This design comes from an exercise in tuning for small area on the open sky130 flow, not from production work.
Only simulation tests tie the RTL to the original design; equivalence was not proved.

==> juniper: inputs <==
==> flow/design.v <==
module full_traffic_light(
input clk_27,
input reset,
input de_bug,
input left_turn_request,
input [1:0]push_button,
output reg northbound_green, northbound_amber, northbound_red,
output reg southbound_green, southbound_amber, southbound_red,
output reg [1:0] southbound_arrow,
output reg eastbound_green, eastbound_amber, eastbound_red,
output reg westbound_green, westbound_amber, westbound_red,
output reg [4:0] NBnd_D, SBnd_D, EBnd_D, WBnd_D,
output [6:1] northbound, southbound, eastbound, westbound
);
localparam [13:0] C1_T = 14'd8524;
localparam [10:0] C10_T = 11'd1555;
localparam [12:0] C05_T = 13'd5772;
localparam [9:0] C005_T = 10'd597;
localparam C1_J = ~C1_T[8];
localparam C10_J = ~C10_T[4];
localparam C05_J = ~C05_T[3];
localparam C005_J = ~C005_T[4];
reg [13:0] c1;
reg clk1;
wire c1_end = (c1 & 14'h3F3F) == (14'd8524 & 14'h3F3F);
always @ (posedge clk_27 or negedge reset)
if (reset == 1'b0) begin
	c1 <= 14'd152;
	clk1 <= 1'b0;
end else begin
	c1 <= {c1[12:9], c1_end ? C1_J : c1[8], c1[7:0], ~(c1[13] ^ c1[0] ^ c1[2] ^ c1[3])};
	clk1 <= clk1 ^ c1_end;
end
reg [10:0] c10;
reg clk_10;
wire c10_end = (c10 & 11'h7B3) == (11'd1555 & 11'h7B3);
always @ (posedge clk_27 or negedge reset)
if (reset == 1'b0) begin
	c10 <= 11'd1030;
	clk_10 <= 1'b0;
end else begin
	c10 <= {c10[9:5], c10_end ? C10_J : c10[4], c10[3:0], ~(c10[10] ^ c10[2])};
	clk_10 <= clk_10 ^ c10_end;
end
reg [12:0] c05;
reg clk0_5;
wire c05_end = (c05 & 13'h0FDF) == (13'd5772 & 13'h0FDF);
always @ (posedge clk_27 or negedge reset)
if (reset == 1'b0) begin
	c05 <= 13'd3336;
	clk0_5 <= 1'b0;
end else begin
	c05 <= {c05[11:4], c05_end ? C05_J : c05[3], c05[2:0], c05[12] ^ c05[3]};
	clk0_5 <= clk0_5 ^ c05_end;
end
reg [9:0] c005;
reg clk0_05;
wire c005_end = (c005 & 10'h0FF) == (10'd597 & 10'h0FF);
always @ (posedge clk_27 or negedge reset)
if (reset == 1'b0) begin
	c005 <= 10'd138;
	clk0_05 <= 1'b0;
end else begin
	c005 <= {c005[8:5], c005_end ? C005_J : c005[4], c005[3:0], c005[9] ^ c005[0]};
	clk0_05 <= clk0_05 ^ c005_end;
end
wire clk = de_bug ? clk_10 : clk1;
wire clk_d = de_bug ? clk0_05 : clk0_5;
reg clk_q, clk_d_q;
always @ (posedge clk_27)
begin
	clk_q <= clk;
	clk_d_q <= clk_d;
end
wire tick = clk & ~clk_q;
wire dtick = clk_d & ~clk_d_q;
reg h, a, b;        
reg wk;             
reg walk_request;
reg [5:0] e;        
wire L60 = ~a & ~b;
wire L6  = ~a &  b;
wire L20 =  a & ~b;
wire L2  =  a &  b;
wire pend = e[0] & (L2 | (L6 & e[2]) | (e[4] & e[1] & (L20 | (L60 & e[5] & e[3]))));
wire adv = tick & pend;
wire enter60 = a & (h | (b & left_turn_request));
always @ (posedge clk_27 or negedge reset)
if (reset == 1'b0) begin
	h <= 1'b0;
	a <= 1'b0;
	b <= 1'b0;
	wk <= 1'b0;
	e <= 6'd0;
end else if (tick == 1'b1) begin
	if (pend == 1'b1) begin
		h <= h ^ (a & b);
		a <= ~a ? b : (b ? ~h & ~left_turn_request : ~h);
		b <= ~a ? (~b | h | push_button[0]) : (~b & ~h);
		wk <= walk_request;
		e <= 6'd0;
	end else
		e <= e + 6'd1;
end
always @ (posedge clk_27 or negedge reset)
if (reset == 1'b0)
	walk_request <= 1'b0;
else if (push_button[1] == 1'b0)
	walk_request <= 1'b1;
else if (adv & enter60)
	walk_request <= 1'b0;
wire ew60 = ~h & L60;             
wire ns60 =  h & L60;             
wire st2s = ~h & L20;
wire w10 = ~(e[5] | e[4] | (e[3] & (e[2] | e[1])));    
wire w30 = ~(e[5] | (e[4] & e[3] & e[2] & e[1]));      
wire ew_walk = ew60 & wk;
wire ns_walk = ns60 & wk;
always @ *
begin
	eastbound_green = ~ew60;
	westbound_green = ~ew60;
	eastbound_amber = ~(~h & L6);
	westbound_amber = ~(~h & L6);
	northbound_green = ~ns60;
	southbound_green = ~ns60;
	northbound_amber = ~(h & L6);
	southbound_amber = ~(h & (a ^ b));
	southbound_arrow = {2{~(h & L20)}};
	NBnd_D = {5{(ns_walk & w30) | st2s}};
	SBnd_D = {5{(ns_walk & w30) | st2s}};
	EBnd_D = {5{(ew_walk & w30) | st2s}};
	WBnd_D = {5{(ew_walk & w30) | st2s}};
end
reg ew_red, n_red, s_red, wlk, fd, side;
wire walk = wk & L60;
wire fd_cur = fd & (side == h);     
always @ (posedge clk_27 or negedge reset)
if (reset == 1'b0) begin
	ew_red <= 1'b1;
	n_red <= 1'b0;
	s_red <= 1'b0;
	wlk <= 1'b0;
	fd <= 1'b0;
	side <= 1'b0;
end else if (dtick == 1'b1) begin
	ew_red <= st2s ? ~ew_red : ~h & ~a;
	n_red <= st2s ? ~n_red : h & ~a;
	s_red <= st2s ? ~s_red : h & ~(a & b);
	wlk <= walk & w10;
	fd <= walk & (w10 | (w30 & ~fd_cur));
	side <= h;
end
always @ *
begin
	eastbound_red = ew_red;
	westbound_red = ew_red;
	northbound_red = n_red;
	southbound_red = s_red;
end
wire ns_w = ~(wlk & side);
wire ew_w = ~(wlk & ~side);
wire ns_fd = fd & side;
wire ew_fd = fd & ~side;
assign northbound = {ns_w, {5{ns_fd}}};
assign southbound = {ns_w, {5{ns_fd}}};
assign eastbound = {ew_w, {5{ew_fd}}};
assign westbound = {ew_w, {5{ew_fd}}};
endmodule
==> flow/flow/run.sh <==
#!/bin/bash
# Standard layout, with the port buffers made from the smallest buffer cell
# and a clock tree of small clock buffers without dummy loads.
set -euo pipefail
export BUFFER_PORTS_ARGS="-buffer_cell sky130_fd_sc_hd__buf_1"
export CTS_ARGS="-sink_clustering_enable -repair_clock_nets -buf_list {sky130_fd_sc_hd__clkbuf_2 sky130_fd_sc_hd__clkbuf_4} -sink_clustering_size 30 -sink_clustering_max_diameter 100 -dont_use_dummy_load"
bash standard.sh > standard.log 2>&1
==> flow/standard.sh <==
#!/bin/bash
# synth_recipe.tcl (not shown) runs the flow's synth.tcl, then flattens the netlist and writes it again
# the make line also repeats each setting of config.mk as NAME=value (left out here)
make -C /OpenROAD-flow-scripts/flow DESIGN_CONFIG=/design/flow/config.mk WORK_HOME=/design/flow/orfs CLKGATE_MAP_FILE= SYNTH_SCRIPT=/design/flow/synth_recipe.tcl "${@:-finish}"
==> flow/config.mk <==
export PLATFORM = sky130hd
export DESIGN_NAME = full_traffic_light
export DESIGN_NICKNAME = full_traffic_light
export VERILOG_FILES = /design/flow/design.v
export SDC_FILE = /design/flow/constraint.sdc
export NUM_CORES = 4
export LEC_CHECK = 0
export CAP_MARGIN = 20
export CORE_MARGIN = 2
export CORE_UTILIZATION = 40
export SLEW_MARGIN = 20
==> flow/constraint.sdc <==
create_clock -name core_clock -period 10.0 [get_ports {clk_27}]
set_input_delay 2.0000 -clock core_clock [delete_from_list [all_inputs] [get_ports {clk_27}]]
set_output_delay 2.0000 -clock core_clock [all_outputs]
set_load 0.01 [all_outputs]
==> willow: changes against juniper <==
--- a/flow/design.v
+++ b/flow/design.v
@@ -133,7 +133,5 @@
 	WBnd_D = {5{(ew_walk & w30) | st2s}};
 end
-reg ew_red, n_red, s_red, wlk, fd, side;
-wire walk = wk & L60;
-wire fd_cur = fd & (side == h);     
+reg ew_red, n_red, s_red, ns_w, ns_fd, ew_w, ew_fd;
 always @ (posedge clk_27 or negedge reset)
 if (reset == 1'b0) begin
@@ -141,14 +139,16 @@
 	n_red <= 1'b0;
 	s_red <= 1'b0;
-	wlk <= 1'b0;
-	fd <= 1'b0;
-	side <= 1'b0;
+	ns_w <= 1'b1;
+	ns_fd <= 1'b0;
+	ew_w <= 1'b1;
+	ew_fd <= 1'b0;
 end else if (dtick == 1'b1) begin
 	ew_red <= st2s ? ~ew_red : ~h & ~a;
 	n_red <= st2s ? ~n_red : h & ~a;
 	s_red <= st2s ? ~s_red : h & ~(a & b);
-	wlk <= walk & w10;
-	fd <= walk & (w10 | (w30 & ~fd_cur));
-	side <= h;
+	ns_w <= ~(ns_walk & w10);
+	ns_fd <= ns_walk & (w10 | (w30 & ~ns_fd));
+	ew_w <= ~(ew_walk & w10);
+	ew_fd <= ew_walk & (w10 | (w30 & ~ew_fd));
 end
 always @ *
@@ -159,8 +159,4 @@
 	southbound_red = s_red;
 end
-wire ns_w = ~(wlk & side);
-wire ew_w = ~(wlk & ~side);
-wire ns_fd = fd & side;
-wire ew_fd = fd & ~side;
 assign northbound = {ns_w, {5{ns_fd}}};
 assign southbound = {ns_w, {5{ns_fd}}};
==> flow/flow/run.sh (replaced) <==
#!/bin/bash
# Standard layout, with the port buffers made from the smallest buffer cell
# and a clock tree of small clock buffers without dummy loads.
set -euo pipefail
export BUFFER_PORTS_ARGS="-buffer_cell sky130_fd_sc_hd__buf_1"
export CTS_ARGS="-sink_clustering_enable -repair_clock_nets -buf_list {sky130_fd_sc_hd__clkbuf_4 sky130_fd_sc_hd__clkbuf_8} -sink_clustering_size 50 -sink_clustering_max_diameter 200 -dont_use_dummy_load"
bash standard.sh > standard.log 2>&1
==> impl_metrics.env <==
export IMPL_outcome="no timing/DRC/antenna violations"
export IMPL_arrival_ps=2110
export IMPL_first_global_vias=1668
export IMPL_async_flop_share_pct=97.2
export IMPL_final_cells=375
export IMPL_pwr_share_seq_pct=68.5
export IMPL_ir_worst_vdd_uv=85.7
export IMPL_dp_slack_ps=6290
export IMPL_finish_utilization_pct=42.3
export IMPL_worst_path_max_delay_cell="dfrtp_1"
export IMPL_post_route_cell_area_sq_um=3050
export IMPL_worst_hold_slack_ps=327
export IMPL_synthAdderAreaFrac_pct=2.52
export IMPL_area_growth_pct=2.52
(the above is from juniper)
==> impl_metrics.env <==
export IMPL_dp_slack_ps=6110
export IMPL_ir_worst_vdd_uv=83.7
export IMPL_synthAdderAreaFrac_pct=2.50
export IMPL_synth_top_area_share_pct=45.1
export IMPL_async_flop_share_pct=97.2
export IMPL_outcome="no timing/DRC/antenna violations"
export IMPL_area_growth_pct=4.26
export IMPL_final_cells=374
export IMPL_pwr_share_seq_pct=62.3
export IMPL_first_global_vias=1605
export IMPL_worst_path_max_delay_cell="o21ai_0"
export IMPL_cts_root_buf="clkbuf_8"
export IMPL_finish_utilization_pct=43.1
(the above is from willow)

[what the ideal ports hide]
The flow's constraints put no driver on any port. The routed layouts listed below were extracted and timed again, unchanged, in two steps. Step 1 sets driving cells, clkbuf_16 on the clock port and buf_2 on the other inputs (assumed; they add their load-dependent delay and slew). Step 2, shift: input delay + t, output delay - t, t = (earliest + latest rising clock arrival at the registers) / 2. This alone moves slack from input paths to output paths. Slacks: ideal ports / drivers / drivers and shift; pairs: ideal ports / drivers.
run | shift t [ns] | slack for setup (ns) | worst setup path at the end | worst data-port slew with drivers (ns) | pins driven straight from the clock port
juniper | 0.413 | 5.889 / 5.865 / 6.279 | register to output | 0.03 | 1
willow | 0.359 | 5.767 / 5.735 / 6.095 | register to output | 0.03 | 1
After both steps setup and hold are still met in every run listed.
